From an optimization exercise on the open Yosys and OpenROAD flow, aimed at small area, a short achievable clock period and few clock cycles; shortcuts taken in it are not production practice.
No functional check of the RTL was part of any run shown here.
Power figures rest on the tool's default switching activity, not on a simulated workload.

===== design/flow/design.v =====
module matrix_mult (
    input         clk,
    input  [71:0] A,
    input  [71:0] B,
    input  [2:0]  row,    
    input  [2:0]  col,    
    output [7:0]  c
);
    wire [7:0] a0 = ({8{row[0]}} & A[0*8+:8]) | ({8{row[1]}} & A[3*8+:8]) | ({8{row[2]}} & A[6*8+:8]);
    wire [7:0] a1 = ({8{row[0]}} & A[1*8+:8]) | ({8{row[1]}} & A[4*8+:8]) | ({8{row[2]}} & A[7*8+:8]);
    wire [7:0] a2 = ({8{row[0]}} & A[2*8+:8]) | ({8{row[1]}} & A[5*8+:8]) | ({8{row[2]}} & A[8*8+:8]);
    wire [7:0] b0 = ({8{col[0]}} & B[0*8+:8]) | ({8{col[1]}} & B[1*8+:8]) | ({8{col[2]}} & B[2*8+:8]);
    wire [7:0] b1 = ({8{col[0]}} & B[3*8+:8]) | ({8{col[1]}} & B[4*8+:8]) | ({8{col[2]}} & B[5*8+:8]);
    wire [7:0] b2 = ({8{col[0]}} & B[6*8+:8]) | ({8{col[1]}} & B[7*8+:8]) | ({8{col[2]}} & B[8*8+:8]);
    wire s1 = (a0[0] & b0[0]) ^ (a1[0] & b1[0]) ^ (a2[0] & b2[0]);
    wire k2 = ((a0[0] & b0[0]) & (a1[0] & b1[0])) | ((a0[0] & b0[0]) & (a2[0] & b2[0])) | ((a1[0] & b1[0]) & (a2[0] & b2[0]));
    wire s3 = (a0[0] & b0[1]) ^ (a0[1] & b0[0]) ^ (a1[0] & b1[1]);
    wire k4 = ((a0[0] & b0[1]) & (a0[1] & b0[0])) | ((a0[0] & b0[1]) & (a1[0] & b1[1])) | ((a0[1] & b0[0]) & (a1[0] & b1[1]));
    wire s5 = (a1[1] & b1[0]) ^ (a2[0] & b2[1]) ^ (a2[1] & b2[0]);
    wire k6 = ((a1[1] & b1[0]) & (a2[0] & b2[1])) | ((a1[1] & b1[0]) & (a2[1] & b2[0])) | ((a2[0] & b2[1]) & (a2[1] & b2[0]));
    wire s7 = k2 ^ s3 ^ s5;
    wire k8 = (k2 & s3) | (k2 & s5) | (s3 & s5);
    wire s9 = (a0[0] & b0[2]) ^ (a0[1] & b0[1]) ^ (a0[2] & b0[0]);
    wire k10 = ((a0[0] & b0[2]) & (a0[1] & b0[1])) | ((a0[0] & b0[2]) & (a0[2] & b0[0])) | ((a0[1] & b0[1]) & (a0[2] & b0[0]));
    wire s11 = (a1[0] & b1[2]) ^ (a1[1] & b1[1]) ^ (a1[2] & b1[0]);
    wire k12 = ((a1[0] & b1[2]) & (a1[1] & b1[1])) | ((a1[0] & b1[2]) & (a1[2] & b1[0])) | ((a1[1] & b1[1]) & (a1[2] & b1[0]));
    wire s13 = (a2[0] & b2[2]) ^ (a2[1] & b2[1]) ^ (a2[2] & b2[0]);
    wire k14 = ((a2[0] & b2[2]) & (a2[1] & b2[1])) | ((a2[0] & b2[2]) & (a2[2] & b2[0])) | ((a2[1] & b2[1]) & (a2[2] & b2[0]));
    wire s15 = k4 ^ k6 ^ s9;
    wire k16 = (k4 & k6) | (k4 & s9) | (k6 & s9);
    wire s17 = s11 ^ s13 ^ k8;
    wire k18 = (s11 & s13) | (s11 & k8) | (s13 & k8);
    wire s19 = (a0[0] & b0[3]) ^ (a0[1] & b0[2]) ^ (a0[2] & b0[1]);
    wire k20 = ((a0[0] & b0[3]) & (a0[1] & b0[2])) | ((a0[0] & b0[3]) & (a0[2] & b0[1])) | ((a0[1] & b0[2]) & (a0[2] & b0[1]));
    wire s21 = (a0[3] & b0[0]) ^ (a1[0] & b1[3]) ^ (a1[1] & b1[2]);
    wire k22 = ((a0[3] & b0[0]) & (a1[0] & b1[3])) | ((a0[3] & b0[0]) & (a1[1] & b1[2])) | ((a1[0] & b1[3]) & (a1[1] & b1[2]));
    wire s23 = (a1[2] & b1[1]) ^ (a1[3] & b1[0]) ^ (a2[0] & b2[3]);
    wire k24 = ((a1[2] & b1[1]) & (a1[3] & b1[0])) | ((a1[2] & b1[1]) & (a2[0] & b2[3])) | ((a1[3] & b1[0]) & (a2[0] & b2[3]));
    wire s25 = (a2[1] & b2[2]) ^ (a2[2] & b2[1]) ^ (a2[3] & b2[0]);
    wire k26 = ((a2[1] & b2[2]) & (a2[2] & b2[1])) | ((a2[1] & b2[2]) & (a2[3] & b2[0])) | ((a2[2] & b2[1]) & (a2[3] & b2[0]));
    wire s27 = k10 ^ k12 ^ k14;
    wire k28 = (k10 & k12) | (k10 & k14) | (k12 & k14);
    wire s29 = s19 ^ s21 ^ s23;
    wire k30 = (s19 & s21) | (s19 & s23) | (s21 & s23);
    wire s31 = s25 ^ k16 ^ s27;
    wire k32 = (s25 & k16) | (s25 & s27) | (k16 & s27);
    wire s33 = (a0[0] & b0[4]) ^ (a0[1] & b0[3]) ^ (a0[2] & b0[2]);
    wire k34 = ((a0[0] & b0[4]) & (a0[1] & b0[3])) | ((a0[0] & b0[4]) & (a0[2] & b0[2])) | ((a0[1] & b0[3]) & (a0[2] & b0[2]));
    wire s35 = (a0[3] & b0[1]) ^ (a0[4] & b0[0]) ^ (a1[0] & b1[4]);
    wire k36 = ((a0[3] & b0[1]) & (a0[4] & b0[0])) | ((a0[3] & b0[1]) & (a1[0] & b1[4])) | ((a0[4] & b0[0]) & (a1[0] & b1[4]));
    wire s37 = (a1[1] & b1[3]) ^ (a1[2] & b1[2]) ^ (a1[3] & b1[1]);
    wire k38 = ((a1[1] & b1[3]) & (a1[2] & b1[2])) | ((a1[1] & b1[3]) & (a1[3] & b1[1])) | ((a1[2] & b1[2]) & (a1[3] & b1[1]));
    wire s39 = (a1[4] & b1[0]) ^ (a2[0] & b2[4]) ^ (a2[1] & b2[3]);
    wire k40 = ((a1[4] & b1[0]) & (a2[0] & b2[4])) | ((a1[4] & b1[0]) & (a2[1] & b2[3])) | ((a2[0] & b2[4]) & (a2[1] & b2[3]));
    wire s41 = (a2[2] & b2[2]) ^ (a2[3] & b2[1]) ^ (a2[4] & b2[0]);
    wire k42 = ((a2[2] & b2[2]) & (a2[3] & b2[1])) | ((a2[2] & b2[2]) & (a2[4] & b2[0])) | ((a2[3] & b2[1]) & (a2[4] & b2[0]));
    wire s43 = k20 ^ k22 ^ k24;
    wire k44 = (k20 & k22) | (k20 & k24) | (k22 & k24);
    wire s45 = k26 ^ s33 ^ s35;
    wire k46 = (k26 & s33) | (k26 & s35) | (s33 & s35);
    wire s47 = s37 ^ s39 ^ s41;
    wire k48 = (s37 & s39) | (s37 & s41) | (s39 & s41);
    wire s49 = k28 ^ k30 ^ s43;
    wire k50 = (k28 & k30) | (k28 & s43) | (k30 & s43);
    wire s51 = (a0[0] & b0[5]) ^ (a0[1] & b0[4]) ^ (a0[2] & b0[3]);
    wire k52 = ((a0[0] & b0[5]) & (a0[1] & b0[4])) | ((a0[0] & b0[5]) & (a0[2] & b0[3])) | ((a0[1] & b0[4]) & (a0[2] & b0[3]));
    wire s53 = (a0[3] & b0[2]) ^ (a0[4] & b0[1]) ^ (a0[5] & b0[0]);
    wire k54 = ((a0[3] & b0[2]) & (a0[4] & b0[1])) | ((a0[3] & b0[2]) & (a0[5] & b0[0])) | ((a0[4] & b0[1]) & (a0[5] & b0[0]));
    wire s55 = (a1[0] & b1[5]) ^ (a1[1] & b1[4]) ^ (a1[2] & b1[3]);
    wire k56 = ((a1[0] & b1[5]) & (a1[1] & b1[4])) | ((a1[0] & b1[5]) & (a1[2] & b1[3])) | ((a1[1] & b1[4]) & (a1[2] & b1[3]));
    wire s57 = (a1[3] & b1[2]) ^ (a1[4] & b1[1]) ^ (a1[5] & b1[0]);
    wire k58 = ((a1[3] & b1[2]) & (a1[4] & b1[1])) | ((a1[3] & b1[2]) & (a1[5] & b1[0])) | ((a1[4] & b1[1]) & (a1[5] & b1[0]));
    wire s59 = (a2[0] & b2[5]) ^ (a2[1] & b2[4]) ^ (a2[2] & b2[3]);
    wire k60 = ((a2[0] & b2[5]) & (a2[1] & b2[4])) | ((a2[0] & b2[5]) & (a2[2] & b2[3])) | ((a2[1] & b2[4]) & (a2[2] & b2[3]));
    wire s61 = (a2[3] & b2[2]) ^ (a2[4] & b2[1]) ^ (a2[5] & b2[0]);
    wire k62 = ((a2[3] & b2[2]) & (a2[4] & b2[1])) | ((a2[3] & b2[2]) & (a2[5] & b2[0])) | ((a2[4] & b2[1]) & (a2[5] & b2[0]));
    wire s63 = k34 ^ k36 ^ k38;
    wire k64 = (k34 & k36) | (k34 & k38) | (k36 & k38);
    wire s65 = k40 ^ k42 ^ s51;
    wire k66 = (k40 & k42) | (k40 & s51) | (k42 & s51);
    wire s67 = s53 ^ s55 ^ s57;
    wire k68 = (s53 & s55) | (s53 & s57) | (s55 & s57);
    wire s69 = s59 ^ s61 ^ k44;
    wire k70 = (s59 & s61) | (s59 & k44) | (s61 & k44);
    wire s71 = k46 ^ k48 ^ s63;
    wire k72 = (k46 & k48) | (k46 & s63) | (k48 & s63);
    wire s73 = (a0[0] & b0[6]) ^ (a0[1] & b0[5]) ^ (a0[2] & b0[4]);
    wire k74 = ((a0[0] & b0[6]) & (a0[1] & b0[5])) | ((a0[0] & b0[6]) & (a0[2] & b0[4])) | ((a0[1] & b0[5]) & (a0[2] & b0[4]));
    wire s75 = (a0[3] & b0[3]) ^ (a0[4] & b0[2]) ^ (a0[5] & b0[1]);
    wire k76 = ((a0[3] & b0[3]) & (a0[4] & b0[2])) | ((a0[3] & b0[3]) & (a0[5] & b0[1])) | ((a0[4] & b0[2]) & (a0[5] & b0[1]));
    wire s77 = (a0[6] & b0[0]) ^ (a1[0] & b1[6]) ^ (a1[1] & b1[5]);
    wire k78 = ((a0[6] & b0[0]) & (a1[0] & b1[6])) | ((a0[6] & b0[0]) & (a1[1] & b1[5])) | ((a1[0] & b1[6]) & (a1[1] & b1[5]));
    wire s79 = (a1[2] & b1[4]) ^ (a1[3] & b1[3]) ^ (a1[4] & b1[2]);
    wire k80 = ((a1[2] & b1[4]) & (a1[3] & b1[3])) | ((a1[2] & b1[4]) & (a1[4] & b1[2])) | ((a1[3] & b1[3]) & (a1[4] & b1[2]));
    wire s81 = (a1[5] & b1[1]) ^ (a1[6] & b1[0]) ^ (a2[0] & b2[6]);
    wire k82 = ((a1[5] & b1[1]) & (a1[6] & b1[0])) | ((a1[5] & b1[1]) & (a2[0] & b2[6])) | ((a1[6] & b1[0]) & (a2[0] & b2[6]));
    wire s83 = (a2[1] & b2[5]) ^ (a2[2] & b2[4]) ^ (a2[3] & b2[3]);
    wire k84 = ((a2[1] & b2[5]) & (a2[2] & b2[4])) | ((a2[1] & b2[5]) & (a2[3] & b2[3])) | ((a2[2] & b2[4]) & (a2[3] & b2[3]));
    wire s85 = (a2[4] & b2[2]) ^ (a2[5] & b2[1]) ^ (a2[6] & b2[0]);
    wire k86 = ((a2[4] & b2[2]) & (a2[5] & b2[1])) | ((a2[4] & b2[2]) & (a2[6] & b2[0])) | ((a2[5] & b2[1]) & (a2[6] & b2[0]));
    wire s87 = k52 ^ k54 ^ k56;
    wire k88 = (k52 & k54) | (k52 & k56) | (k54 & k56);
    wire s89 = k58 ^ k60 ^ k62;
    wire k90 = (k58 & k60) | (k58 & k62) | (k60 & k62);
    wire s91 = s73 ^ s75 ^ s77;
    wire k92 = (s73 & s75) | (s73 & s77) | (s75 & s77);
    wire s93 = s79 ^ s81 ^ s83;
    wire k94 = (s79 & s81) | (s79 & s83) | (s81 & s83);
    wire s95 = s85 ^ k64 ^ k66;
    wire k96 = (s85 & k64) | (s85 & k66) | (k64 & k66);
    wire s97 = k68 ^ s87 ^ s89;
    wire k98 = (k68 & s87) | (k68 & s89) | (s87 & s89);
    wire s99 = (a0[0] & b0[7]) ^ (a0[1] & b0[6]) ^ (a0[2] & b0[5]);
    wire s100 = (a0[3] & b0[4]) ^ (a0[4] & b0[3]) ^ (a0[5] & b0[2]);
    wire s101 = (a0[6] & b0[1]) ^ (a0[7] & b0[0]) ^ (a1[0] & b1[7]);
    wire s102 = (a1[1] & b1[6]) ^ (a1[2] & b1[5]) ^ (a1[3] & b1[4]);
    wire s103 = (a1[4] & b1[3]) ^ (a1[5] & b1[2]) ^ (a1[6] & b1[1]);
    wire s104 = (a1[7] & b1[0]) ^ (a2[0] & b2[7]) ^ (a2[1] & b2[6]);
    wire s105 = (a2[2] & b2[5]) ^ (a2[3] & b2[4]) ^ (a2[4] & b2[3]);
    wire s106 = (a2[5] & b2[2]) ^ (a2[6] & b2[1]) ^ (a2[7] & b2[0]);
    wire s107 = k74 ^ k76 ^ k78;
    wire s108 = k80 ^ k82 ^ k84;
    wire s109 = k86 ^ s99 ^ s100;
    wire s110 = s101 ^ s102 ^ s103;
    wire s111 = s104 ^ s105 ^ s106;
    wire s112 = k88 ^ k90 ^ k92;
    wire s113 = k94 ^ s107 ^ s108;
    wire s114 = s109 ^ s110 ^ s111;
    reg p0_0;
    reg p1_0;
    reg p2_0;
    reg p2_1;
    reg p3_0;
    reg p3_1;
    reg p3_2;
    reg p4_0;
    reg p4_1;
    reg p4_2;
    reg p4_3;
    reg p5_0;
    reg p5_1;
    reg p5_2;
    reg p5_3;
    reg p5_4;
    reg p6_0;
    reg p6_1;
    reg p6_2;
    reg p6_3;
    reg p6_4;
    reg p6_5;
    reg p7_0;
    reg p7_1;
    reg p7_2;
    reg p7_3;
    reg p7_4;
    always @(posedge clk) begin
        p0_0 <= s1;
        p1_0 <= s7;
        p2_0 <= s15;
        p2_1 <= s17;
        p3_0 <= s29;
        p3_1 <= k18;
        p3_2 <= s31;
        p4_0 <= s45;
        p4_1 <= s47;
        p4_2 <= k32;
        p4_3 <= s49;
        p5_0 <= s65;
        p5_1 <= s67;
        p5_2 <= k50;
        p5_3 <= s69;
        p5_4 <= s71;
        p6_0 <= s91;
        p6_1 <= s93;
        p6_2 <= k70;
        p6_3 <= k72;
        p6_4 <= s95;
        p6_5 <= s97;
        p7_0 <= k96;
        p7_1 <= k98;
        p7_2 <= s112;
        p7_3 <= s113;
        p7_4 <= s114;
    end
    wire s115 = p5_0 ^ p5_1;
    wire k116 = p5_0 & p5_1;
    wire s117 = p6_0 ^ p6_1 ^ p6_2;
    wire k118 = (p6_0 & p6_1) | (p6_0 & p6_2) | (p6_1 & p6_2);
    wire s119 = p6_3 ^ p6_4;
    wire k120 = p6_3 & p6_4;
    wire s121 = p7_0 ^ p7_1 ^ p7_2;
    wire s122 = p7_3 ^ p7_4;
    wire s123 = p4_0 ^ p4_1;
    wire k124 = p4_0 & p4_1;
    wire s125 = p5_2 ^ p5_3 ^ p5_4;
    wire k126 = (p5_2 & p5_3) | (p5_2 & p5_4) | (p5_3 & p5_4);
    wire s127 = k116 ^ p6_5 ^ s117;
    wire k128 = (k116 & p6_5) | (k116 & s117) | (p6_5 & s117);
    wire s129 = k118 ^ k120 ^ s121;
    wire s130 = p3_0 ^ p3_1;
    wire k131 = p3_0 & p3_1;
    wire s132 = p4_2 ^ p4_3 ^ s123;
    wire k133 = (p4_2 & p4_3) | (p4_2 & s123) | (p4_3 & s123);
    wire s134 = k124 ^ s115 ^ s125;
    wire k135 = (k124 & s115) | (k124 & s125) | (s115 & s125);
    wire s136 = k126 ^ s119 ^ s127;
    wire k137 = (k126 & s119) | (k126 & s127) | (s119 & s127);
    wire s138 = k128 ^ s122 ^ s129;
    wire [7:0] x = {k137, k135, k133, k131, p3_2, p2_0, p1_0, p0_0};
    wire [7:0] y = {s138, s136, s134, s132, s130, p2_1, 1'b0, 1'b0};
    assign c = x + y;
endmodule
module top(
    input clk,              
    input rst,              
    input cyc,              
    input stb,              
    input we,               
    input [3:0] wb_sel,     
    input [31:0] adr,       
    input [31:0] dat_mosi,  
    output [31:0] dat_miso,  
    output reg ack,             
    output reg err              
);
reg [71:0] A, B;
reg [7:0] rdata;
reg [2:0] tgt_row, tgt_col;    
reg [4:0] tag;                 
reg fresh;                     
reg missed;                    
reg wv;                        
reg [4:0] wa;
reg [7:0] wd;
reg rst_q;
assign dat_miso = {24'b0, rdata};
wire req      = cyc & stb;
wire adr_hi0  = ~|adr[31:5];
wire [4:0] a5 = adr[4:0];
wire lo_ab    = a5 < 5'd18;
wire lo_c     = (a5 >= 5'd18) & (a5 < 5'd27);
wire in_ab    = adr_hi0 & lo_ab;
wire in_c     = adr_hi0 & lo_c;
wire wr       = req & we & wb_sel[0];
wire rd       = req & ~we;
wire wr_ab    = wr & in_ab;
wire rd_c     = rd & in_c;
reg [2:0] r_row, r_col;
always @(*) begin
    case (a5)
        5'd18: begin r_row = 3'b001; r_col = 3'b001; end
        5'd19: begin r_row = 3'b001; r_col = 3'b010; end
        5'd20: begin r_row = 3'b001; r_col = 3'b100; end
        5'd21: begin r_row = 3'b010; r_col = 3'b001; end
        5'd22: begin r_row = 3'b010; r_col = 3'b010; end
        5'd23: begin r_row = 3'b010; r_col = 3'b100; end
        5'd24: begin r_row = 3'b100; r_col = 3'b001; end
        5'd25: begin r_row = 3'b100; r_col = 3'b010; end
        default: begin r_row = 3'b100; r_col = 3'b100; end
    endcase
end
wire [2:0] nn_col = {r_col[0], r_col[2:1]};
wire [2:0] nn_row = r_col[0] ? r_row : {r_row[1:0], r_row[2]};
reg [4:0] tgt_adr;
always @(*) begin
    case ({tgt_row, tgt_col})
        6'b001_001: tgt_adr = 5'd18;
        6'b001_010: tgt_adr = 5'd19;
        6'b001_100: tgt_adr = 5'd20;
        6'b010_001: tgt_adr = 5'd21;
        6'b010_010: tgt_adr = 5'd22;
        6'b010_100: tgt_adr = 5'd23;
        6'b100_001: tgt_adr = 5'd24;
        6'b100_010: tgt_adr = 5'd25;
        6'b100_100: tgt_adr = 5'd26;
        default:    tgt_adr = 5'd0;
    endcase
end
wire [2:0] tag_row = (tag < 5'd21) ? 3'b001 : (tag < 5'd24) ? 3'b010 : 3'b100;
wire [2:0] tag_col = (tag == 5'd18 || tag == 5'd21 || tag == 5'd24) ? 3'b001 :
                     (tag == 5'd19 || tag == 5'd22 || tag == 5'd25) ? 3'b010 : 3'b100;
function touches;
    input [4:0] x;
    input [2:0] row, col;
    begin
        if (x < 5'd9)
            touches = (x < 5'd3) ? row[0] : (x < 5'd6) ? row[1] : row[2];
        else if (x == 5'd9 || x == 5'd12 || x == 5'd15)
            touches = col[0];
        else if (x == 5'd10 || x == 5'd13 || x == 5'd16)
            touches = col[1];
        else
            touches = col[2];
    end
endfunction
wire hit = (a5 == tag) & fresh & ~(wv & touches(wa, tag_row, tag_col));
wire [7:0] c;
matrix_mult mm_inst(.clk(clk), .A(A), .B(B), .row(tgt_row), .col(tgt_col), .c(c));
always @(posedge clk or posedge rst) begin
    if (rst) begin
        tgt_row <= 3'b000;
        tgt_col <= 3'b000;
        tag <= 5'd0;
        fresh <= 1'b0;
        missed <= 1'b0;
        wv <= 1'b0;
    end else begin
        tag <= tgt_adr;
        fresh <= ~((wv & touches(wa, tgt_row, tgt_col)) | rst_q);
        missed <= rd_c & ~hit;
        wv <= wr_ab;
        if (wr) begin
            tgt_row <= 3'b001;
            tgt_col <= (a5 == 5'd17) ? 3'b010 : 3'b001;
        end else if (rd & lo_c) begin
            tgt_row <= missed ? r_row : nn_row;
            tgt_col <= missed ? r_col : nn_col;
        end
    end
end
always @(posedge clk or posedge rst) begin
    if (rst)
        rst_q <= 1'b1;
    else
        rst_q <= 1'b0;
end
always @(posedge clk) begin
    ack <= wr_ab | (rd_c & hit);
    err <= (wr & ~in_ab) | (rd & ~in_c);
end
always @(posedge clk) begin
    wa <= a5;
    wd <= dat_mosi[7:0];
end
always @(posedge clk)
    rdata <= c;
wire [7:0] sdata = rst_q ? 8'b0 : wd;
integer e;
always @(posedge clk) begin
    for (e = 0; e < 9; e = e + 1) begin
        if (rst_q | (wv & (wa == e)))     A[e*8+:8] <= sdata;
        if (rst_q | (wv & (wa == e + 9))) B[e*8+:8] <= sdata;
    end
end
endmodule

===== design/flow/config.mk =====
export PLATFORM = sky130hd
export DESIGN_NAME = top
export DESIGN_NICKNAME = top
export VERILOG_FILES = /design/flow/design.v
export SDC_FILE = /design/flow/constraint.sdc
export NUM_CORES = 4
export LEC_CHECK = 0
export CAP_MARGIN = 20
export CORE_MARGIN = 2
export CORE_UTILIZATION = 40
export SLEW_MARGIN = 20

===== design/flow/flow/run.sh =====
#!/bin/bash
bash standard.sh SETUP_SLACK_MARGIN=7 REMOVE_ABC_BUFFERS=1 \
  "BUFFER_PORTS_ARGS=-buffer_cell sky130_fd_sc_hd__buf_1" \
  "CTS_ARGS=-sink_clustering_enable -repair_clock_nets -buf_list sky130_fd_sc_hd__clkbuf_16 -sink_clustering_size 30 -sink_clustering_max_diameter 150 -dont_use_dummy_load" \
  finish > standard.log 2>&1

===== design/flow/constraint.sdc =====
create_clock -name core_clock -period 10.0 [get_ports {clk}]
set_input_delay 2.0000 -clock core_clock [delete_from_list [all_inputs] [get_ports {clk}]]
set_output_delay 2.0000 -clock core_clock [all_outputs]
set_load 0.01 [all_outputs]

===== design/flow/standard.sh =====
#!/bin/bash
# synth_recipe.tcl (not shown) runs the flow's synth.tcl, then flattens the netlist and writes it again
# the make line also repeats each setting of config.mk as NAME=value (left out here)
make -C /OpenROAD-flow-scripts/flow DESIGN_CONFIG=/design/flow/config.mk WORK_HOME=/design/flow/orfs CLKGATE_MAP_FILE= SYNTH_SCRIPT=/design/flow/synth_recipe.tcl "${@:-finish}"

==> results.tsv, run 1 <==
stage	metric	value	unit
run_status	run_status	timing/DRC/antenna clean	
layout	fillerInstances	2327	
synthesis	ys_seq_area_frac	0.557	
routing	first_pass_iters	6	
die	floorplan.rows	58	
clocking	root_buffer	clkbuf_16	
synthesis	post_synth_edffs	144	
synthesis	synthesis.instances	804	
routing	ant_nets	0	
grt	grt-ovfl-total	0	
die	core_area	25100	um2
synthesis	synth-async-reset-ratio	0.0718	
clocking	cts_buffers	10	
die	start_util	0.407	
layout	layout-drive-gt1-share	0.175	
synthesis	netlist_area_before_placement	10200	um2
timing	final_critical_path_setup_slack	7.04	ns
timing	fin_tns_setup	0	ns
routing	route.detailed.drc	0	
layout	most-common-layout-cells	edfxtp_1, nor2_1, buf_4	
setup_path	cp.buffers_inverters	3	
clocking	clkLatencyLatePin	0.47	ns
setup_path	cp_top_family	compound AO/OA/AOI/OAI gates	
layout	antennaDiodeCount	0	
die	full_die_area	26900	um2
place	gp_routability_congestion	0.851	
routing	num_vias	6510	
routing	detail_route.wirelength	22.8	mm
timing	maxSlewHeadroom	0.387	
setup_path	critical_path_peak_fanout	10	
power_and_ir_drop	power_density	221	nW/um2
grt	grt_max_degree	31	
die	dieWidth	164	um
power_and_ir_drop	static-leakage-power	4.34	nW
timing	final_count_of_negative_setup_slack_endpoints	0	
timing	report.final.slew_viol_count	0	
timing	achievable-frequency	338	MHz
setup_path	cp.arrival	3.35	ns
routing	routed_wire_length_per_instance	18.6	um
clocking	clock_tree.htree_level_count	1	
setup_path	worst_setup_path_start_kind	input pin	
timing	final_period_minus_worst_setup_slack	2.96	ns
place	place_ws	5.87	ns
setup_path	required_time_at_the_endpoint_of_the_critical_path	10.39	ns
synthesis	synthDominantCellAreaShare	0.423	
job	maxCapViolCount	0	
setup_path	path_cells	buf_12, inv_2, ha_2, mux2i_1, o21ai_2, a21oi_2, buf_6, nand2_1, o21ai_2, a22oi_2, o31ai_1	
clocking	path_clk_slew	0.11	ns
power_and_ir_drop	worst_ir_drop_vdd	0.000219	V
setup_path	worst_path_slowest_cell	o31ai_1	
timing	finalCritPeriodShare	0.296	
grt	antenna_found_initial	0	
setup_path	critPathMaxStageDelay	0.23	ns
die	ioPinCount	107	
clocking	cts.path.max_buffers	3	
routing	detail_route.iter0.violations	631	
timing	hold_viol	0	
layout	syn_to_final_growth	12.7	%
setup_path	most_repeated_library_cell_on_the_critical_path	o21ai_2	
clocking	cts_sinks	209	
clocking	postCtsHoldBufs	0	
power_and_ir_drop	power.total	2.55	mW
grt	grt_pass1_wl	35.5	mm
routing	routed_via_density	5.30	
setup_path	cp-end-kind	register	
synthesis	post_synth_top_flop	edfxtp_1	
setup_path	criticalPathCategory	in -> reg	
synthesis	ys_ff_latch	209	
synthesis	post_synth_main_area_contributors	edfxtp_1, fa_1, dfxtp_1	
layout	layout_commonest_cell	edfxtp_1	
place	buffer_ports.inserted	55	
synthesis	yosysWarnings	2	
min_path	holdCritPathClass	reg -> reg	
place	detailed_place_hpwl	15.7	mm
die	die_h	164	um
synthesis	avgSynthCellArea	12.7	um2
timing	fin_worst_skew	0.0276	ns
clocking	tritoncts_clock_tree	built	
grt	grtUsageTotal	0.174	
layout	design.final.nets	1043	
grt	first_global_vias	6374	
timing	worst_pin_slew	0.918	ns
timing	setup_repair_after_global_routing_missed_its_margin	yes	
synthesis	synth.largest_area_cell	edfxtp_1	
synthesis	synth.distinct_cells	63	
stage by stage:
| step | std cells | cell area, um2 | util | hold slack [ns] |
|---|---|---|---|---|
| 2_1_floorplan | 766 | 9930 | - | 0.310 |
| 6_report | 1228 | 11500 | 0.459 | 0.337 |
| 4_1_cts | 1219 | 11300 | 0.450 | 0.341 |
| 5_1_grt | 1228 | 11500 | 0.459 | 0.345 |
| 3_5_place_dp | 1176 | 10700 | 0.428 | 0.314 |
| 3_3_place_gp | 1175 | 10700 | 0.427 | 0.310 |
cell families after synthesis:
group | count (synthesis) | share of synthesized area
multiplexers | 3 | 0.00306
flip-flops | 209 | 0.557
other | 1 | 0.000367
AND/OR/NAND/NOR | 221 | 0.102
AO/OA/AOI/OAI | 132 | 0.104
buffers and inverters | 114 | 0.0572
adder cells (fa/ha/maj) | 70 | 0.127
XOR/XNOR | 54 | 0.0489
synthesized netlist by cell type (3+ instances only):
master    instances
a222oi_1         42
clkbuf_1         22
nor2_1           83
o211ai_1          4
edfxtp_1        144
a211oi_1          3
xnor2_1          32
buf_2             6
a41o_1            4
nand2b_1          4
a31o_2            7
o21ai_0          11
fa_1             56
nor3b_1           4
xor2_1           20
a21o_1            8
dfxtp_1          50
and2_1            4
buf_4            24
nand2_1          51
dfrtp_1          14
or3_1             3
nor4_1            9
nor2_2            3
nor2b_1          12
nand3_1          10
inv_1            52
nor3_1            7
a22oi_1           9
o21bai_1          5
or2_2            22
ha_1             14
a21oi_1          16
buf_6             8
sequential cells by signal (all words and copies together), names as in the netlist, 3 cells and up:
name / cells
A: 72
B: 72
rdata: 8
wd: 8
tag: 5
wa: 5
tgt_col: 3
tgt_row: 3
worst reg2reg max path, cell delays in order, from the launching register on:
cell	delay [ns]
dfrtp_4	0.57
buf_4	0.20
a222oi_1	0.32
buf_4	0.23
nor2_1	0.08
fa_1	0.43
inv_1	0.08
fa_1	0.43
inv_1	0.08
fa_1	0.40
report_power, final:
part | switching [mW] | total [mW] | internal [mW]
Sequential | 0.0489 | 1.12 | 1.07
Clock | 0.250 | 0.431 | 0.182
Combinational | 0.534 | 1.00 | 0.467
Total | 0.832 | 2.55 | 1.72
final timing paths:
| check | startpoint | endpoint | slack [ns] | cells after the start |
|---|---|---|---|---|
| worst max-delay path | adr[1] | tgt_row[1]$_DFFE_PP0P_ | 7.04 | 11 |
| worst min-delay path | mm_inst.p1_0$_DFF_P_ | rdata[1]$_DFF_P_ | 0.34 | 0 |
| worst max register to register | tgt_row[0]$_DFFE_PP0P_ | mm_inst.p6_5$_DFF_P_ | 7.05 | 9 |
| worst min register to register | mm_inst.p1_0$_DFF_P_ | rdata[1]$_DFF_P_ | 0.34 | 0 |
| max in group asynchronous | rst | tgt_row[0]$_DFFE_PP0P_ | 8.02 | 2 |
| min in group asynchronous | rst | tag[1]$_DFF_PP0_ | 1.55 | 2 |
layer usage:
layer	wire length (um)	global-route usage
met3	1150	0.0220
met2	11200	0.306
met5	0	0
met4	568	0.0391
met1	9920	0.231
layout make-up:
class	instances	area, um2	share of cell area
Multi-Input combinational cell	505	4140	0.359
Timing Repair Buffer	122	813	0.0706
Sequential cell	209	5710	0.495
Inverter	52	195	0.0169
Clock buffer	10	250	0.0217
Tap cell	330	413	0.0358
repair_timing:
action | in CTS | in global routing
resized for setup | 27 | 45
setup buffers | 33 | 8
setup endpoints to repair | 34 | 17
pin swaps | 20 | 20
gates cloned | 0 | 1
==> run 2: changes to the inputs <==
==> design/flow/flow/run.sh (replaced) <==
#!/bin/bash
# The standard layout (standard synthesis unchanged): the floorplan's
# timing repair aims for the standard 5 ns of setup slack, the later repairs
# for 7 ns; the smallest buffer on the ports, and larger clock-tree sink
# clusters without dummy loads.
ARGS=("BUFFER_PORTS_ARGS=-buffer_cell sky130_fd_sc_hd__buf_1"
  "CTS_ARGS=-sink_clustering_enable -repair_clock_nets -buf_list sky130_fd_sc_hd__clkbuf_16 -sink_clustering_size 30 -sink_clustering_max_diameter 150 -dont_use_dummy_load")
bash standard.sh SETUP_SLACK_MARGIN=5 "${ARGS[@]}" floorplan > standard_floorplan.log 2>&1 &&
bash standard.sh SETUP_SLACK_MARGIN=7 "${ARGS[@]}" finish > standard.log 2>&1
==> results.tsv, run 2 <==
stage	metric	value	unit
synthesis	post-synth-top-count-cell	edfxtp_1	
clocking	cts_buffers	10	
synthesis	synthesis.instances	804	
grt	grt_pass1_wl	35.8	mm
routing	detail_route.wirelength	23.4	mm
power_and_ir_drop	power.share.sequential	0.434	
routing	routed_wire_length_per_instance	19.0	um
run_status	run_status	timing/DRC/antenna clean	
power_and_ir_drop	worst_ir_drop_vdd	0.000171	V
timing	final_count_of_negative_setup_slack_endpoints	0	
clocking	cts_sinks	209	
clocking	root_buffer	clkbuf_16	
die	full_die_area	26900	um2
setup_path	criticalPathCategory	in -> reg	
die	ioPinCount	107	
routing	ant_nets	0	
timing	hold_viol	0	
layout	fin_cells	1229	
clocking	path_clk_slew	0.11	ns
place	buffer_ports.inserted	55	
grt	antenna_found_initial	0	
die	core_area	25100	um2
setup_path	reg2reg_depth	11	
routing	detail_route.iter0.violations	561	
clocking	tritoncts_clock_tree	built	
setup_path	required_time_at_the_endpoint_of_the_critical_path	10.40	ns
layout	fillerInstances	2272	
layout	layout_commonest_cell	edfxtp_1	
routing	routed_via_density	5.32	
timing	final_period_minus_worst_setup_slack	2.97	ns
power_and_ir_drop	combinationalPowerShare	0.396	
setup_path	cp.arrival	3.37	ns
synthesis	synth.largest_area_cell	edfxtp_1	
timing	setup_repair_after_global_routing_missed_its_margin	yes	
synthesis	synth-async-reset-ratio	0.0718	
synthesis	avgSynthCellArea	12.7	um2
layout	layout-drive-gt1-share	0.177	
min_path	hold_path.startpoint	mm_inst.p1_0$_DFF_P_	
place	placed_cells	1180	
setup_path	critical_path_peak_fanout	6	
clocking	clock_tree.htree_level_count	1	
grt	grt_max_degree	38	
synthesis	netlist_area_before_placement	10200	um2
power_and_ir_drop	switchingPower	0.840	mW
synthesis	synthDominantCellAreaShare	0.423	
synthesis	post_synth_top_flop	edfxtp_1	
clocking	clkLatencyLatePin	0.48	ns
place	detailed_place_hpwl	15.3	mm
grt	grtUsageTotal	0.175	
place	gp_routability_congestion	0.831	
synthesis	post_synth_most_frequent_cells	edfxtp_1, nor2_1, fa_1	
die	die_h	164	um
min_path	holdCritPathClass	reg -> reg	
job	maxCapViolCount	0	
timing	maxSlewHeadroom	0.382	
min_path	hold_path_depth	0	
die	floorplan.rows	58	
power_and_ir_drop	power_density	221	nW/um2
die	start_util	0.407	
synthesis	ys_seq_area_frac	0.557	
timing	fin_worst_skew	0.0316	ns
clocking	postCtsHoldBufs	0	
layout	biggestRegsByFlops	A: 72 flops, B: 72 flops	
die	dieWidth	164	um
setup_path	worst_setup_path_start_kind	input pin	
grt	grt-ovfl-total	0	
synthesis	synth.distinct_cells	63	
synthesis	post_synth_main_area_contributors	edfxtp_1, fa_1, dfxtp_1	
synthesis	ys_ff_latch	209	
layout	design.final.nets	1044	
power_and_ir_drop	p_sw_frac	0.327	
timing	report.final.slew_viol_count	0	
setup_path	cp-end-kind	register	
setup_path	timing.critical_path.from	adr[0]	
routing	first_pass_iters	6	
power_and_ir_drop	pwr-share-clk	0.170	
timing	achievable-frequency	336	MHz
grt	first_global_vias	6511	
layout	antennaDiodeCount	0	
timing	fin_tns_setup	0	ns
synthesis	post_synth_edffs	144	
routing	num_vias	6544	
clocking	cts.path.max_buffers	3	
layout	most-common-layout-cells	edfxtp_1, nor2_1, buf_4	
power_and_ir_drop	static-leakage-power	4.39	nW
setup_path	r2r_slack	7.07	ns
routing	route.detailed.drc	0	
timing	worst_pin_slew	0.924	ns
synthesis	yosysWarnings	2	
layout	syn_to_final_growth	13.7	%
setup_path	r2r-start	tgt_row[2]$_DFFE_PP0P_	
min_path	whs_endpoint	rdata[1]$_DFF_P_	
timing	finalCritPeriodShare	0.297	
setup_path	reg2reg_to	mm_inst.p7_3$_DFF_P_	
power_and_ir_drop	intPower	1.73	mW
[run 2: cell families (layout without fill, tap and decap cells)]
group,Yosys count,after routing,synth area share
xor+xnor,54,54,0.0489
fa+ha+maj,70,70,0.127
flops,209,209,0.557
simple gates,221,221,0.102
compound gates,132,132,0.104
buf+inv,114,185,0.0572
other cells,1,25,0.000367
mux,3,3,0.00306
[run 2: power by group through the flow]
stage	sequential, mW	clock [mW]	combinational, mW
2_1_floorplan	1.13	0	0.706
3_3_place_gp	1.13	0	0.909
3_5_place_dp	1.14	0	0.930
4_1_cts	1.11	0.445	0.992
5_1_grt	1.13	0.476	1.15
6_report	1.12	0.437	1.02
[run 2: metal layers]
metal | wire length (um) | GRT usage | vias to the layer above
met5 | 0 | 0 | -
met4 | 438 | 0.0407 | 0
met3 | 1140 | 0.0222 | 22
met2 | 11700 | 0.309 | 210
met1 | 10100 | 0.231 | 3301
li1 | - | - | 3011
[run 2: what timing repair did]
action | in CTS | in global routing
setup endpoints to repair | 32 | 20
cloned | 1 | 2
setup buffers | 27 | 9
gates resized for setup | 28 | 57
pin swaps | 16 | 13
[run 2: worst max path at each step]
stage,endpoint,slack [ns]
floorplan,tgt_row[1]$_DFFE_PP0P_,6.40
global placement,tgt_row[1]$_DFFE_PP0P_,5.99
detailed placement,tgt_row[1]$_DFFE_PP0P_,5.94
CTS,mm_inst.p5_4$_DFF_P_,7.00
global route,mm_inst.p6_5$_DFF_P_,6.96
finish,tgt_row[1]$_DFFE_PP0P_,7.03
[run 2: per-stage QoR]
step	setup slack (ns)	hold WS [ns]	total power [mW]	cell area [um2]	util
final	7.03	0.339	2.57	11600	0.463
after CTS	7.00	0.341	2.55	11300	0.452
after global routing	6.96	0.349	2.76	11600	0.463
after global placement	5.99	0.310	2.04	10800	0.428
after detailed placement	5.94	0.314	2.07	10800	0.429
after floorplan	6.40	0.310	1.83	10300	-
[run 2: critical path: stages]
cell and delay [ns]:
buf_6 0.12, inv_4 0.05, ha_4 0.16, mux2i_2 0.18, o21ai_2 0.09, a21oi_2 0.19
buf_4 0.13, nand2_1 0.04, o21ai_1 0.07, a22oi_1 0.10, o31ai_1 0.25
[run 2: layout make-up]
class	count	area (um2)	share of cell area
timing repair buffer	123	903	0.0777
sequential	209	5710	0.491
inverter	52	198	0.0170
tap	330	413	0.0355
multi-input combinational	505	4160	0.358
clock buffer	10	250	0.0215
==> run 3: changes to the inputs <==
--- a/design/flow/design.v
+++ b/design/flow/design.v
@@ -232,3 +232,3 @@
 reg wv;                        
-reg [4:0] wa;
+reg [4:0] wa;                  
 reg [7:0] wd;
@@ -247,18 +247,30 @@
 wire rd_c     = rd & in_c;
-reg [2:0] r_row, r_col;
+reg [2:0] nn_row, nn_col;
 always @(*) begin
     case (a5)
-        5'd18: begin r_row = 3'b001; r_col = 3'b001; end
-        5'd19: begin r_row = 3'b001; r_col = 3'b010; end
-        5'd20: begin r_row = 3'b001; r_col = 3'b100; end
-        5'd21: begin r_row = 3'b010; r_col = 3'b001; end
-        5'd22: begin r_row = 3'b010; r_col = 3'b010; end
-        5'd23: begin r_row = 3'b010; r_col = 3'b100; end
-        5'd24: begin r_row = 3'b100; r_col = 3'b001; end
-        5'd25: begin r_row = 3'b100; r_col = 3'b010; end
-        default: begin r_row = 3'b100; r_col = 3'b100; end
+        5'd18: begin nn_row = 3'b001; nn_col = 3'b100; end
+        5'd19: begin nn_row = 3'b010; nn_col = 3'b001; end
+        5'd20: begin nn_row = 3'b010; nn_col = 3'b010; end
+        5'd21: begin nn_row = 3'b010; nn_col = 3'b100; end
+        5'd22: begin nn_row = 3'b100; nn_col = 3'b001; end
+        5'd23: begin nn_row = 3'b100; nn_col = 3'b010; end
+        5'd24: begin nn_row = 3'b100; nn_col = 3'b100; end
+        5'd25: begin nn_row = 3'b001; nn_col = 3'b001; end
+        default: begin nn_row = 3'b001; nn_col = 3'b010; end
+    endcase
+end
+reg [2:0] l_row, l_col;
+always @(*) begin
+    case (wa)
+        5'd18: begin l_row = 3'b001; l_col = 3'b001; end
+        5'd19: begin l_row = 3'b001; l_col = 3'b010; end
+        5'd20: begin l_row = 3'b001; l_col = 3'b100; end
+        5'd21: begin l_row = 3'b010; l_col = 3'b001; end
+        5'd22: begin l_row = 3'b010; l_col = 3'b010; end
+        5'd23: begin l_row = 3'b010; l_col = 3'b100; end
+        5'd24: begin l_row = 3'b100; l_col = 3'b001; end
+        5'd25: begin l_row = 3'b100; l_col = 3'b010; end
+        default: begin l_row = 3'b100; l_col = 3'b100; end
     endcase
 end
-wire [2:0] nn_col = {r_col[0], r_col[2:1]};
-wire [2:0] nn_row = r_col[0] ? r_row : {r_row[1:0], r_row[2]};
 reg [4:0] tgt_adr;
@@ -300,2 +312,4 @@
     if (rst) begin
+        ack <= 1'b0;
+        err <= 1'b0;
         tgt_row <= 3'b000;
@@ -307,2 +321,4 @@
     end else begin
+        ack <= wr_ab | (rd_c & hit);
+        err <= (wr & ~in_ab) | (rd & ~in_c);
         tag <= tgt_adr;
@@ -315,4 +331,4 @@
         end else if (rd & lo_c) begin
-            tgt_row <= missed ? r_row : nn_row;
-            tgt_col <= missed ? r_col : nn_col;
+            tgt_row <= missed ? l_row : nn_row;
+            tgt_col <= missed ? l_col : nn_col;
         end
@@ -326,6 +342,2 @@
 end
-always @(posedge clk) begin
-    ack <= wr_ab | (rd_c & hit);
-    err <= (wr & ~in_ab) | (rd & ~in_c);
-end
 always @(posedge clk) begin
==> design/flow/flow/run.sh (replaced) <==
#!/bin/bash
bash standard.sh SETUP_SLACK_MARGIN=7 \
  "BUFFER_PORTS_ARGS=-buffer_cell sky130_fd_sc_hd__buf_1" \
  "CTS_ARGS=-sink_clustering_enable -repair_clock_nets -buf_list sky130_fd_sc_hd__clkbuf_16 -sink_clustering_size 30 -sink_clustering_max_diameter 150 -dont_use_dummy_load" \
  finish > standard.log 2>&1
==> results.tsv, run 3 <==
stage	metric	value	unit
clocking	root_buffer	clkbuf_16	
clocking	cts_buffers	11	
die	full_die_area	27200	um2
layout	design.final.nets	1064	
routing	num_vias	6477	
synthesis	synth-async-reset-ratio	0.0791	
die	start_util	0.409	
layout	antennaDiodeCount	0	
synthesis	yosysWarnings	2	
grt	antenna_found_initial	0	
setup_path	cp.buffers_inverters	1	
power_and_ir_drop	power.share.sequential	0.391	
layout	layout_commonest_cell	edfxtp_1	
timing	fin_tns_setup	0	ns
setup_path	reg2reg_depth	9	
power_and_ir_drop	static-leakage-power	4.53	nW
clocking	cts_sinks	215	
setup_path	reg2reg_to	mm_inst.p3_2$_DFF_P_	
setup_path	cp_top_family	flip-flops	
timing	final_period_minus_worst_setup_slack	2.98	ns
power_and_ir_drop	worst_ir_drop_vdd	0.000221	V
setup_path	worst_setup_path_start_kind	register	
layout	most-common-layout-cells	edfxtp_1, nor2_1, buf_4	
setup_path	required_time_at_the_endpoint_of_the_critical_path	8.00	ns
place	gp_routability_congestion	0.821	
timing	finalCritPeriodShare	0.298	
timing	worst_pin_slew	1.01	ns
die	die_h	165	um
layout	syn_to_final_growth	15.3	%
synthesis	synthDominantCellAreaShare	0.418	
timing	report.final.slew_viol_count	0	
timing	final_count_of_negative_setup_slack_endpoints	0	
clocking	clock_tree.htree_level_count	1	
setup_path	critPathMaxStageDelay	0.39	ns
routing	detail_route.wirelength	23.9	mm
synthesis	post_synth_main_area_contributors	edfxtp_1, fa_1, dfxtp_1	
routing	routed_wire_length_per_instance	19.1	um
min_path	hold_path.startpoint	mm_inst.p1_0$_DFF_P_	
run_status	run_status	timing/DRC/antenna clean	
synthesis	post-synth-top-count-cell	edfxtp_1	
layout	biggestRegsByFlops	A: 72 flops, B: 72 flops	
layout	fillerInstances	2289	
synthesis	post_synth_top_flop	edfxtp_1	
grt	grtUsageTotal	0.174	
die	core_area	25300	um2
synthesis	netlist_area_before_placement	10300	um2
layout	layout-drive-gt1-share	0.193	
place	detailed_place_hpwl	15.6	mm
setup_path	worst_path_slowest_cell	dfrtp_1	
die	floorplan.rows	58	
setup_path	critical_path_peak_fanout	1	
synthesis	synth.largest_area_cell	edfxtp_1	
routing	routed_via_density	5.19	
clocking	tritoncts_clock_tree	built	
job	maxCapViolCount	0	
min_path	whs_endpoint	rdata[1]$_DFF_P_	
setup_path	cp.arrival	0.98	ns
synthesis	ys_seq_area_frac	0.564	
setup_path	r2r-start	tgt_col[1]$_DFFE_PP0P_	
clocking	postCtsHoldBufs	0	
place	buffer_ports.inserted	55	
setup_path	criticalPathCategory	reg -> out	
grt	grt_pass1_wl	35.9	mm
grt	grt-ovfl-total	0	
timing	final_critical_path_setup_slack	7.02	ns
clocking	cts.path.max_buffers	3	
synthesis	post_synth_edffs	144	
power_and_ir_drop	switchingPower	1.03	mW
grt	first_global_vias	6420	
routing	first_pass_iters	7	
min_path	holdCritPathClass	reg -> reg	
setup_path	cp-end-kind	output pin	
synthesis	ys_ff_latch	215	
setup_path	timing.critical_path.from	ack$_DFF_PP0_	
routing	route.detailed.drc	0	
min_path	hold_path_depth	0	
timing	fin_worst_skew	0.0635	ns
timing	maxSlewHeadroom	0.324	
synthesis	avgSynthCellArea	12.8	um2
synthesis	synthesis.instances	809	
place	place_ws	5.76	ns
clocking	path_clk_slew	0.11	ns
routing	ant_nets	0	
grt	grt_max_degree	38	
clocking	clkLatencyLatePin	0.47	ns
routing	detail_route.iter0.violations	659	
setup_path	path_cells	buf_6	
layout	multi_input_comb_area	4160	um2
synthesis	synth.distinct_cells	64	
power_and_ir_drop	combinationalPowerShare	0.456	
die	dieWidth	165	um
power_and_ir_drop	intPower	1.96	mW
synthesis	post_synth_most_frequent_cells	edfxtp_1, nor2_1, fa_1	
layout	final-seq-area	5840	um2
timing	achievable-frequency	335	MHz
power_and_ir_drop	p_sw_frac	0.343	
power_and_ir_drop	pwr-share-clk	0.153	
timing	setup_repair_after_global_routing_missed_its_margin	yes	
power_and_ir_drop	power_density	251	nW/um2
die	ioPinCount	107	
timing	hold_viol	0	
setup_path	r2r_slack	7.02	ns
==> run 3: cell types whose count changed after synthesis, sizes merged, moves of 4 or more <==
| cell | delta |
|---|---|
| xnor2 | +5 |
| nand2 | -12 |
| a22oi | -4 |
| nand2b | +8 |
| o21bai | +7 |
| or2 | +5 |
| dfxtp | +4 |
==> run 3: cells by family (layout without fill, tap and decap cells) <==
| family | after synthesis | in the layout | share of synthesized area |
|---|---|---|---|
| and+or+nand+nor | 224 | 224 | 0.106 |
| DFF | 215 | 215 | 0.564 |
| AOI/OAI and AO/OA | 127 | 127 | 0.0997 |
| buffers and inverters | 113 | 199 | 0.0538 |
| adders and majority gates | 70 | 70 | 0.125 |
| xor gates and xnor gates | 55 | 55 | 0.0466 |
| muxes | 4 | 4 | 0.00399 |
| other | 1 | 25 | 0.000363 |
==> run 3: stage by stage <==
step | utilization | area, um2 | instances | hold WS (ns) | power (mW)
floorplan | - | 10500 | 833 | 0.310 | 2.10
global placement | 0.429 | 10800 | 1174 | 0.311 | 2.37
detailed placement | 0.429 | 10800 | 1175 | 0.315 | 2.40
CTS | 0.458 | 11600 | 1228 | 0.341 | 2.93
global route | 0.472 | 11900 | 1249 | 0.347 | 3.22
finish | 0.472 | 11900 | 1249 | 0.338 | 2.99
==> run 3: layout make-up <==
class	instances	area share
Multi-Input combinational cell	505	0.349
Timing Repair Buffer	137	0.0868
Sequential cell	215	0.489
Inverter	51	0.0171
Tap cell	330	0.0346
Clock buffer	11	0.0231
==> run 3: power by group through the flow <==
stage	logic [mW]	clock network, mW	registers (mW)
3_5_place_dp	1.22	0	1.19
6_report	1.36	0.457	1.17
2_1_floorplan	0.929	0	1.17
4_1_cts	1.29	0.472	1.16
3_3_place_gp	1.19	0	1.18
5_1_grt	1.54	0.496	1.18
==> run 3: per-layer routing <==
| metal | up-vias | share of wire | global-route usage |
|---|---|---|---|
| met5 | - | 0 | 0.00379 |
| met4 | 0 | 0.019 | 0.0478 |
| met3 | 22 | 0.054 | 0.0188 |
| met2 | 203 | 0.49 | 0.299 |
| met1 | 3200 | 0.43 | 0.234 |
| li1 | 3052 | - | - |
==> run 3: worst register-to-register path, cell delays in order (launching register included) <==
cell and delay [ns]:
dfrtp_2 0.51, clkbuf_16 0.21, a222oi_1 0.37, buf_4 0.26, nor2_4 0.05, fa_2 0.57
inv_2 0.04, fa_2 0.38, inv_2 0.06, fa_1 0.39
==> run 3: worst max-delay path by stage <==
stage                                  end  slack (ns)  cells after the start
floorplan                    ack$_DFF_PP0_        6.58                      8
global placement    tgt_row[1]$_DFFE_PP0P_        5.75                      8
detailed placement  tgt_row[1]$_DFFE_PP0P_        5.76                      8
CTS                          ack$_DFF_PP0_        6.94                      9
global route          mm_inst.p7_3$_DFF_P_        6.93                     11
finish                                 ack        7.02                      1
==> run 3: timing repair <==
item	in CTS	in global routing
buffers inserted	42	17
hold endpoints to repair	0	0
cloned	0	4
pin swaps	28	30
endpoints found under the setup margin	35	25
gates resized for setup	41	44
==> run 4: changes to the inputs <==
--- a/design/flow/design.v
+++ b/design/flow/design.v
@@ -312,4 +312,2 @@
     if (rst) begin
-        ack <= 1'b0;
-        err <= 1'b0;
         tgt_row <= 3'b000;
@@ -321,4 +319,2 @@
     end else begin
-        ack <= wr_ab | (rd_c & hit);
-        err <= (wr & ~in_ab) | (rd & ~in_c);
         tag <= tgt_adr;
@@ -342,2 +338,6 @@
 end
+always @(posedge clk) begin
+    ack <= wr_ab | (rd_c & hit);
+    err <= (wr & ~in_ab) | (rd & ~in_c);
+end
 always @(posedge clk) begin
==> results.tsv, run 4 <==
stage	metric	value	unit
clocking	cts_sinks	215	
synthesis	post_synth_edffs	144	
layout	multi_input_comb_area	4050	um2
timing	worst_pin_slew	0.977	ns
synthesis	synth.distinct_cells	62	
grt	grt-ovfl-total	0	
grt	first_global_vias	6401	
grt	grt_max_degree	39	
grt	grt_pass1_wl	35.2	mm
setup_path	criticalPathCategory	in -> reg	
routing	routed_via_density	5.18	
place	buffer_ports.inserted	55	
timing	maxSlewHeadroom	0.345	
clocking	tritoncts_clock_tree	built	
synthesis	synth.largest_area_cell	edfxtp_1	
place	place_ws	5.91	ns
clocking	cts_buffers	11	
layout	design.final.nets	1063	
clocking	clock_tree.htree_level_count	1	
grt	grtUsageTotal	0.170	
layout	layout_commonest_cell	edfxtp_1	
setup_path	reg2reg_depth	9	
synthesis	ys_ff_latch	215	
routing	num_vias	6466	
synthesis	netlist_area_before_placement	10300	um2
setup_path	cp.arrival	3.42	ns
setup_path	reg2reg_to	mm_inst.p5_4$_DFF_P_	
die	floorplan.rows	58	
setup_path	r2r-start	tgt_col[1]$_DFFE_PP0P_	
layout	most-common-layout-cells	edfxtp_1, nor2_1, nand2_1, buf_4, dfxtp_1	
synthesis	avgSynthCellArea	12.6	um2
layout	antennaDiodeCount	0	
timing	fin_worst_skew	0.0666	ns
clocking	cts.path.max_buffers	3	
power_and_ir_drop	power_density	220	nW/um2
power_and_ir_drop	worst_ir_drop_vdd	0.000162	V
synthesis	ys_seq_area_frac	0.568	
setup_path	critical_path_peak_fanout	7	
setup_path	timing.critical_path.from	adr[0]	
timing	fin_tns_setup	0	ns
die	core_area	25200	um2
synthesis	post_synth_main_area_contributors	edfxtp_1, dfxtp_1, fa_1	
routing	ant_nets	0	
synthesis	post_synth_most_frequent_cells	edfxtp_1, nor2_1, nand2_1	
routing	first_pass_iters	7	
setup_path	required_time_at_the_endpoint_of_the_critical_path	10.42	ns
timing	finalCritPeriodShare	0.301	
synthesis	synthesis.instances	816	
routing	detail_route.wirelength	22.6	mm
timing	final_count_of_negative_setup_slack_endpoints	0	
grt	antenna_found_initial	0	
timing	report.final.slew_viol_count	0	
clocking	path_clk_slew	0.11	ns
layout	fillerInstances	2322	
layout	layout-drive-gt1-share	0.147	
timing	final_period_minus_worst_setup_slack	3.01	ns
timing	achievable-frequency	332	MHz
synthesis	synthDominantCellAreaShare	0.422	
clocking	clkLatencyLatePin	0.48	ns
synthesis	synth-async-reset-ratio	0.0698	
die	dieWidth	164	um
clocking	postCtsHoldBufs	0	
timing	hold_viol	0	
layout	final-seq-area	5820	um2
routing	routed_wire_length_per_instance	18.1	um
timing	final_critical_path_setup_slack	6.99	ns
die	die_h	164	um
layout	syn_to_final_growth	13.6	%
timing	setup_repair_after_global_routing_missed_its_margin	yes	
layout	biggestRegsByFlops	A: 72 flops, B: 72 flops	
die	ioPinCount	107	
job	maxCapViolCount	0	
routing	route.detailed.drc	0	
routing	detail_route.iter0.violations	556	
die	full_die_area	26900	um2
setup_path	worst_setup_path_start_kind	input pin	
power_and_ir_drop	static-leakage-power	4.47	nW
run_status	run_status	timing/DRC/antenna clean	
place	detailed_place_hpwl	15.3	mm
place	gp_routability_congestion	0.835	
setup_path	r2r_slack	7.08	ns
synthesis	post-synth-top-count-cell	edfxtp_1	
synthesis	yosysWarnings	2	
min_path	holdCritPathClass	reg -> reg	
synthesis	post_synth_top_flop	edfxtp_1	
setup_path	critical_path.endpoint	ack$_DFF_P_	
die	start_util	0.407	
clocking	root_buffer	clkbuf_16	
setup_path	cp-end-kind	register	
## run 4: layout make-up
type,count,share of cell area
clock buffers,11,0.0236
inverters,54,0.0185
flip-flops and latches,215,0.500
repair buffers,126,0.0748
well taps,330,0.0354
multi-input cells,512,0.348
## run 4: report_power, final
part	total, mW	switching [mW]	internal [mW]	leakage [nW]
clock	0.462	0.263	0.199	0.136
combinational	0.963	0.511	0.453	2.29
sequential	1.14	0.0466	1.09	2.05
## run 4: per-stage QoR
stage / cells / utilization / instance area, um2 / hold WS [ns] / total power [mW]
detailed placement: 1195 / 0.432 / 10900 / 0.314 / 2.06
floorplan: 840 / - / 10400 / 0.310 / 1.84
CTS: 1241 / 0.456 / 11500 / 0.341 / 2.57
finish: 1248 / 0.463 / 11600 / 0.339 / 2.56
global route: 1248 / 0.463 / 11600 / 0.344 / 2.75
global placement: 1194 / 0.431 / 10900 / 0.310 / 2.05
## run 4: layer usage
metal | up-vias | part of all wire | global-route usage
li1 | 3043 | - | -
met1 | 3258 | 0.44 | 0.231
met2 | 146 | 0.50 | 0.295
met3 | 19 | 0.044 | 0.0199
met4 | 0 | 0.016 | 0.0315
met5 | - | 0 | 0
## run 4: critical path, cell delays in order
cell,delay [ns]
buf_12,0.12
clkinv_8,0.04
ha_4,0.13
nor4_2,0.04
a21oi_1,0.12
nand2_1,0.11
or3_4,0.43
or3_1,0.32
a21oi_1,0.12
## run 4: cells by family after synthesis
logic type	count (synthesis)	synth area share
simple gates	234	0.107
compound gates	120	0.0911
xor+xnor	55	0.0483
flops	215	0.568
mux	8	0.00793
other cells	1	0.000366
buf+inv	113	0.0512
fa+ha+maj	70	0.126
## run 4: worst min path at each step
stage	startpoint	end	slack [ns]	depth (start not counted)
final	mm_inst.p1_0$_DFF_P_	rdata[1]$_DFF_P_	0.34	0
after global routing	mm_inst.p1_0$_DFF_P_	rdata[1]$_DFF_P_	0.34	0
after CTS	mm_inst.p1_0$_DFF_P_	rdata[1]$_DFF_P_	0.34	0
after detailed placement	mm_inst.p1_0$_DFF_P_	rdata[1]$_DFF_P_	0.31	0
after global placement	mm_inst.p1_0$_DFF_P_	rdata[1]$_DFF_P_	0.31	0
after floorplan	mm_inst.p0_0$_DFF_P_	rdata[0]$_DFF_P_	0.31	0
## run 4: repair_timing
item / 4_1_cts / 5_1_grt
setup buffers: 34 / 6
gates cloned: 1 / 1
resized for setup: 23 / 28
endpoints found under the setup margin: 31 / 25
pin swaps: 23 / 9
hold endpoints to repair: 0 / 0
==> run 5: changes to the inputs <==
--- a/design/flow/config.mk
+++ b/design/flow/config.mk
@@ -7,2 +7,3 @@
 export LEC_CHECK = 0
+export ABC_AREA = 1
 export CAP_MARGIN = 20
==> results.tsv, run 5 <==
stage	metric	value	unit
synthesis	post_synth_main_area_contributors	edfxtp_1, nand2_1, dfxtp_1	
die	dieWidth	170	um
timing	setup_repair_after_global_routing_missed_its_margin	no	
setup_path	critPathMaxStageDelay	0.34	ns
synthesis	synth.distinct_cells	45	
grt	grt_max_degree	31	
setup_path	r2r_slack	7.11	ns
die	full_die_area	28800	um2
routing	first_pass_iters	5	
setup_path	path_cells	buf_1	
routing	route.detailed.drc	0	
synthesis	ys_seq_area_frac	0.530	
clocking	tritoncts_clock_tree	built	
timing	report.final.slew_viol_count	0	
clocking	cts.path.max_buffers	3	
layout	design.final.nets	1296	
clocking	post_cts.repair.setup_buffers	0	
setup_path	cp.arrival	0.96	ns
synthesis	synthesis.instances	1082	
die	floorplan.rows	60	
layout	syn_to_final_growth	7.88	%
routing	num_vias	7181	
synthesis	post_synth_most_frequent_cells	nand2_1, inv_1, edfxtp_1	
layout	layout_commonest_cell	nand2_1	
routing	routed_via_density	4.81	
routing	ant_nets	0	
synthesis	synth.largest_area_cell	edfxtp_1	
job	maxCapViolCount	0	
layout	layout-drive-gt1-share	0.0947	
timing	maxSlewHeadroom	0.311	
power_and_ir_drop	switchingPower	0.921	mW
timing	final_count_of_negative_setup_slack_endpoints	0	
place	buffer_ports.inserted	55	
power_and_ir_drop	power_density	220	nW/um2
power_and_ir_drop	worst_ir_drop_vdd	0.000107	V
synthesis	post_synth_edffs	144	
timing	final_critical_path_setup_slack	7.04	ns
routing	detail_route.wirelength	23.3	mm
min_path	holdCritPathClass	reg -> reg	
place	placed_cells	1481	
setup_path	criticalPathCategory	reg -> out	
layout	fin_cells	1492	
grt	antenna_found_initial	0	
die	die_h	170	um
timing	final_period_minus_worst_setup_slack	2.96	ns
synthesis	post_synth_top_flop	edfxtp_1	
synthesis	post-synth-top-count-cell	nand2_1	
layout	antennaDiodeCount	0	
synthesis	avgSynthCellArea	10.2	um2
die	start_util	0.408	
power_and_ir_drop	p_sw_frac	0.354	
setup_path	cp_top_family	flip-flops	
power_and_ir_drop	intPower	1.68	mW
synthesis	netlist_area_before_placement	11000	um2
routing	routed_wire_length_per_instance	15.6	um
place	detailed_place_hpwl	16.6	mm
grt	first_global_vias	7000	
clocking	clkLatencyLatePin	0.48	ns
setup_path	worst_path_slowest_cell	dfxtp_1	
grt	grt_pass1_wl	37.3	mm
setup_path	worst_setup_path_start_kind	register	
routing	detail_route.iter0.violations	425	
timing	fin_worst_skew	0.0690	ns
die	ioPinCount	107	
place	place_ws	6.33	ns
run_status	run_status	timing/DRC/antenna clean	
timing	achievable-frequency	338	MHz
power_and_ir_drop	combinationalPowerShare	0.384	
place	gp_routability_congestion	0.878	
timing	hold_viol	0	
grt	grt-ovfl-total	0	
die	core_area	27000	um2
synthesis	ys_ff_latch	215	
synthesis	synth-async-reset-ratio	0.0698	
clocking	cts_sinks	215	
clocking	path_clk_slew	0.11	ns
grt	grtUsageTotal	0.168	
layout	biggestRegsByFlops	A: 72 flops, B: 72 flops	
clocking	root_buffer	clkbuf_16	
power_and_ir_drop	power.share.sequential	0.438	
min_path	hold_path_depth	0	
setup_path	cp.buffers_inverters	1	
clocking	cts_buffers	11	
timing	worst_pin_slew	1.03	ns
setup_path	required_time_at_the_endpoint_of_the_critical_path	8.00	ns
power_and_ir_drop	static-leakage-power	5.30	nW
timing	fin_tns_setup	0	ns
synthesis	yosysWarnings	2	
setup_path	critical_path_peak_fanout	1	
setup_path	reg2reg_depth	8	
layout	most-common-layout-cells	nand2_1, edfxtp_1, inv_1	
clocking	clock_tree.htree_level_count	1	
setup_path	cp-end-kind	output pin	
timing	finalCritPeriodShare	0.296	
synthesis	synthDominantCellAreaShare	0.393	
power_and_ir_drop	pwr-share-clk	0.178	
setup_path	crit_cells	1	
==> run 5: cells by family after synthesis <==
group | count (synthesis) | share of synthesized area
compound gates | 62 | 0.0323
xor+xnor | 22 | 0.0182
simple gates | 517 | 0.216
flops | 215 | 0.530
buf+inv | 195 | 0.0858
other cells | 1 | 0.000341
fa+ha+maj | 70 | 0.118
==> run 5: cell type report <==
cell class,count,area [um2]
Clock buffer,11,275
Fill cell,2568,15100
Inverter,149,559
Multi-Input combinational cell,696,4360
Sequential cell,215,5830
Tap cell,341,427
Timing Repair Buffer,80,408
==> run 5: power by group through the flow <==
stage	sequential [mW]	clock (mW)	combinational, mW
3_5_place_dp	1.16	0	1.01
6_report	1.14	0.463	1.00
2_1_floorplan	1.16	0	0.769
3_3_place_gp	1.16	0	0.991
4_1_cts	1.14	0.476	1.02
5_1_grt	1.15	0.506	1.17
==> run 5: path summary, 6_finish.rpt <==
check / startpoint / end
hold / removal: mm_inst.p0_0$_DFF_P_ / rdata[0]$_DFF_P_
hold reg to reg: mm_inst.p0_0$_DFF_P_ / rdata[0]$_DFF_P_
max in group asynchronous: rst / tgt_row[2]$_DFFE_PP0P_
min in group asynchronous: rst / wv$_DFF_PP0_
setup reg to reg: tgt_row[2]$_DFFE_PP0P_ / mm_inst.p4_3$_DFF_P_
setup / recovery: err$_DFF_P_ / err
==> run 5: routing by layer <==
layer,routed length [um],track usage,vias up
li1,-,-,3561
met1,10400,0.220,3417
met2,11200,0.292,174
met3,1120,0.0266,29
met4,535,0.0405,0
met5,0,0,-
==> run 5: repair_timing <==
item                       in CTS  in global routing
resized for setup               4                 10
setup endpoints to repair      19                 17
hold buffers                    0                  0
cloned                          0                  0
==> run 5: metrics by stage <==
stage	hold slack (ns)	total power, mW	utilization	instance area (um2)
2_1_floorplan	0.310	1.93	-	11100
3_3_place_gp	0.312	2.15	0.428	11500
3_5_place_dp	0.312	2.18	0.428	11500
4_1_cts	0.339	2.64	0.439	11800
5_1_grt	0.344	2.83	0.440	11900
6_report	0.338	2.60	0.440	11900

-- separate check: timing with driven ports --
The flow's constraints put no driver on any port. The routed layouts listed below were extracted and timed again, unchanged, in two steps. Step 1 (the two cells are an assumption about what drives the block):
set clk [get_ports {clk}]
set_driving_cell -lib_cell sky130_fd_sc_hd__clkbuf_16 $clk
set_driving_cell -lib_cell sky130_fd_sc_hd__buf_2 [delete_from_list [all_inputs] $clk]
Step 2 also shifts input and output timing later by t, the mid clock arrival at the registers, as if the neighbouring blocks saw the same clock. a / b / c = no drivers / after step 1 / after step 2; a / b = the first two.
| run | shift t [ns] | setup WS [ns] | worst setup path after step 2 | latest minus earliest clock arrival (ns) | worst register clock-pin slew, ns |
|---|---|---|---|---|---|
| run 1 | 0.502 | 7.038 / 7.016 / 6.519 | input to register | 0.030 / 0.029 | 0.12 / 0.12 |
| run 2 | 0.513 | 7.027 / 7.007 / 6.502 | input to register | 0.032 / 0.032 | 0.12 / 0.12 |
| run 3 | 0.490 | 7.016 / 6.968 / 6.543 | input to register | 0.064 / 0.063 | 0.11 / 0.11 |
| run 4 | 0.491 | 6.992 / 6.986 / 6.495 | input to register | 0.067 / 0.067 | 0.11 / 0.11 |
| run 5 | 0.492 | 7.044 / 6.997 / 6.673 | input to register | 0.072 / 0.071 | 0.12 / 0.12 |
After both steps setup and hold are still met in every run listed. The setup slack of run 2, which loses most, moves by -0.020 ns with the drivers and by -0.525 ns with both steps.
